Source: an optimization exercise on an open RTL-to-GDS flow (aim: small area, a short achievable clock period and few clock cycles). Production flows keep margins and buffers that such runs may drop.
In this exercise RTL edits were held to simulation tests only and were not proved equivalent to the original.
Power figures rest on the tool's default switching activity, not on a simulated workload.

Setup of v4:
// cpu
module cpu(Clk, Reset_N, readM1, address1, data1, readM2, writeM2, address2, data2_in, data2_out, num_inst, output_port, is_halted);
	input Clk;
	input Reset_N;
	output readM1;
	output [16-1:0] address1;
	input [64-1:0] data1;
	output readM2;
	output writeM2;
	output [16-1:0] address2;
	input [64-1:0] data2_in;
	output [64-1:0] data2_out;
	output [16-1:0] num_inst;
	output [16-1:0] output_port;
	output is_halted;
	reg [15:0] pc;               
	reg [63:0] s0, s1;           
	reg vs0, vs1;                
	reg pa0, pa1;                
	reg pb0, pb1;                
	reg [13:0] ra;               
	reg rqv, rqs;                
	reg xv;                      
	reg [15:0] ir;
	reg [15:0] xl;               
	reg [3:0] xtop;              
	reg xdef, xwr, xld, xst, xhlt, xmem;
	reg [1:0] xrd;
	reg xbne, xbeq, xbgz, xblz, xjr, xjx, xlnk;
	reg xurs, xurt;              
	reg xadd, xsub, xtcp, xaddi, xand, xorr, xori, xnot, xshl, xshr, xlhi;
	reg fa1, fa2, fa3;           
	reg fb1, fb2, fb3;           
	reg la1, la2, la3;           
	reg lb1, lb2, lb3;           
	reg m1v, m1w, m1ld, m1st, m1hlt, m1mem;
	reg [1:0] m1rd, m1rs, m1rt;
	reg [15:0] m1res;
	reg m2v, m2w, m2ld, m2st, m2hlt;
	reg [1:0] m2rd, m2rs, m2rt;
	reg [15:0] m2res;
	reg m3v, m3w, m3ld, m3st, m3hlt;
	reg [1:0] m3rd, m3rs, m3rt;
	reg [15:0] m3res;
	reg [15:0] R0, R1, R2, R3;
	reg [63:0] sline;            
	reg [15:0] a2;               
	reg swr;
	reg [15:0] ninst;
	reg [15:0] outp;
	assign readM1 = rqv;
	assign address1 = {ra, 2'b00};
	wire cur = pc[2];
	wire [13:0] cl = pc[15:2];
	wire [13:0] cl1 = cl + 14'd1;
	wire [13:0] cl2 = cl + 14'd2;
	wire vcur = cur ? vs1 : vs0;
	wire acur = cur ? pb1 : pb0;
	reg [15:0] wbuf, warr;
	always @(*) begin
		case (pc[2:0])
			3'd0: wbuf = s0[63:48];
			3'd1: wbuf = s0[47:32];
			3'd2: wbuf = s0[31:16];
			3'd3: wbuf = s0[15:0];
			3'd4: wbuf = s1[63:48];
			3'd5: wbuf = s1[47:32];
			3'd6: wbuf = s1[31:16];
			default: wbuf = s1[15:0];
		endcase
		case (pc[1:0])
			2'd0: warr = data1[63:48];
			2'd1: warr = data1[47:32];
			2'd2: warr = data1[31:16];
  ...
Size in the first run: roughly 260 I/O pins, about 25,000 um^2 of cells after synthesis.
export LEC_CHECK = 0
export ABC_CLOCK_PERIOD_IN_PS = 3000
export CAP_MARGIN = 20
export CORE_MARGIN = 2
export CORE_UTILIZATION = 40
export SETUP_SLACK_MARGIN = 5
export SLEW_MARGIN = 20
export SYNTH_MEMORY_MAX_BITS = 16384
create_clock -name core_clock -period 12.0 [get_ports {Clk}]
standard.sh (not shown) runs the stock make flow with config.mk's settings and CLKGATE_MAP_FILE= SYNTH_SCRIPT=/design/flow/synth_recipe.tcl, a recipe that flattens the netlist after the stock synthesis.
==> flow/flow/run.sh <==
#!/bin/bash
# The standard layout, with timing repair aimed at a shorter period than
# the clock constraint (the constraint itself is unchanged).
bash standard.sh SETUP_SLACK_MARGIN=8.5 finish > standard.log 2>&1
The flow did not stop early for v4: all stages ran, and the layout cleared the timing, DRC and antenna checks.
Testbench counts of v4, summed over its fixed seeds: cycles 9,944.
Here is what was changed in the inputs of v47 compared with v4.
Settings: TNS_END_PERCENT: unset -> 10.
## What came out
Route | v47 vs v4 | wire shorter in v47
| proportion of cell area spent on the clock network | v47 vs v4 | ≈ equal |
Of the two values seen for critical path class, reg -> reg was produced by v47 and in -> reg by v4.
Looking at critical path's largest stage delay across v47 and v4, the one that comes out higher is v4.
Diff v4 -> v47 | net switching power of the design | down by a few percent
On v47: power per standard cell area is about 3.3% lower than what v4 gave.
Measured against each other, v47 and v4 differ in fraction of the core area covered by cells at the end of the flow, the higher figure coming from v4.
--- input diff v47..v58 ---
Settings: clearing TNS_END_PERCENT, which used to be 10; putting ABC_AREA at 1 where nothing was set; clearing ABC_CLOCK_PERIOD_IN_PS, which used to be 3000.
==> flow/flow/run.sh <==
#!/bin/bash
# The standard layout, with timing repair aimed at a shorter period than
# the clock constraint (the constraint itself is unchanged).
bash standard.sh SETUP_SLACK_MARGIN=7.6 finish > standard.log 2>&1
--- outcome ---
Area growth from synthesis to layout for v58: 14 points down relative to v47
v58 has non-clock buffer count below what v47 had.
v47 was larger in final cell area than v58.
Compared with v47, v58 shows internal power that has gone down by a little under 10%.
Wire: v58 routes more than v47
Mux share of post-synthesis cell area for v58: 13 points down relative to v47
v58 vs. v47: average footprint of a synthesized cell now sits lower; die area now sits higher; clock share of power now sits at about the same level.
Compared v58 against v47; part of the cycle the worst path needs within noise.
Setup changes, v58 to v43
==> flow/flow/run.sh <==
#!/bin/bash
# The standard layout, with timing repair aimed at a shorter period than
# the clock constraint (the constraint itself is unchanged).
bash standard.sh SETUP_SLACK_MARGIN=8.3 finish > standard.log 2>&1
## What came out
Diff v58 -> v43: required time of the critical path now larger, sum of routed wire length over all layers now larger.
v43 vs. v58: final RePlAce weighted congestion picked up an extra 0.0039; final area picked up an extra 4.7%; power after layout picked up an extra about 7%; clock latency on the worst-skew pair picked up an extra 0.02 ns.
Going from v58 to v43, net switching component of the power grew by a little under 10%.
Compared with v58, area of the multi-input gates in v43 increased by a few percent.
For v55, these inputs were changed with respect to v43:
Settings: ABC_AREA no longer set, was 1; CORE_UTILIZATION now 60, was 40; ABC_CLOCK_PERIOD_IN_PS now 3000, previously not set.
==> flow/flow/run.sh <==
#!/bin/bash
# The standard layout, with timing repair aimed at a shorter period than
# the clock constraint (the constraint itself is unchanged).
bash standard.sh SETUP_SLACK_MARGIN=8.5 finish > standard.log 2>&1
==> comparison <==
Compared with v43, number of multi-input logic gates in v55 decreased by more than a quarter.
In the tables for v43 and v55, count of clock-buffer cells in the layout reads lower with v55.
From v43 to v55 the numbers moved as follows: worst clock skew on the final layout decreased by 0.016 ns relative to the old numbers; number of nets in the layout decreased by 864 relative to the old numbers; routed wire length decreased by 1.4% relative to the old numbers; areal power density over the cells decreased by 11% relative to the old numbers.
Setup changes, v55 to v17
Settings: changing CORE_UTILIZATION from 60 to 40.
==> flow/flow/run.sh <==
#!/bin/bash
# The standard layout, with timing repair aimed at a shorter period than
# the clock constraint (the constraint itself is unchanged).
bash standard.sh SETUP_SLACK_MARGIN=7.9 finish > standard.log 2>&1
==> comparison <==
Re die footprint: v17 and v55 aren't equal, and the lower value belongs to v55.
v55 has lower setup slack after layout than v17.
Start point of the critical path = ir[9]: v17; start point of the critical path = ir[11]: v55
Maximum cell stage delay along the critical path ended up 0.03 ns higher on v17 than on v55.

[afterwards: timing with drivers on the ports]
The flow's constraints put no driver on any port. The routed layouts listed below were extracted and timed again, unchanged, in two steps.
Step 1: set_driving_cell puts a clkbuf_16 on Clk and a buf_2 on each other input, an assumption about the parent block.
Step 2 adds t to the input delays and takes it off the output delays; t is the mean of the earliest and latest rising clock arrival at the registers after step 1. Input paths then give back, and output paths get back, about the clock's delay inside the block.
Slacks: ideal ports / drivers / drivers and shift; pairs: ideal ports / drivers.
run | shift t [ns] | setup slack, ns | hold slack, ns | worst setup path at the end | slew at the worst register clock pin (ns)
v4 | 0.683 | 7.953 / 7.973 / 7.300 | 0.315 / 0.315 / 0.315 | input to register | 0.07 / 0.07
v47 | 0.677 | 7.852 / 7.852 / 7.421 | 0.316 / 0.316 / 0.316 | input to register | 0.07 / 0.07
v58 | 0.689 | 7.862 / 7.862 / 7.287 | 0.326 / 0.326 / 0.326 | input to register | 0.07 / 0.07
v43 | 0.698 | 8.099 / 8.099 / 7.537 | 0.328 / 0.328 / 0.328 | input to register | 0.07 / 0.07
v55 | 0.686 | 7.759 / 7.759 / 7.277 | 0.328 / 0.328 / 0.328 | input to register | 0.07 / 0.07
v17 | 0.670 | 7.900 / 7.900 / 7.279 | 0.320 / 0.320 / 0.320 | input to register | 0.07 / 0.07
After both steps every run listed still meets setup and hold. For v4, which loses most, drivers alone change the setup slack by +0.020 ns; drivers and shift together by -0.653 ns.
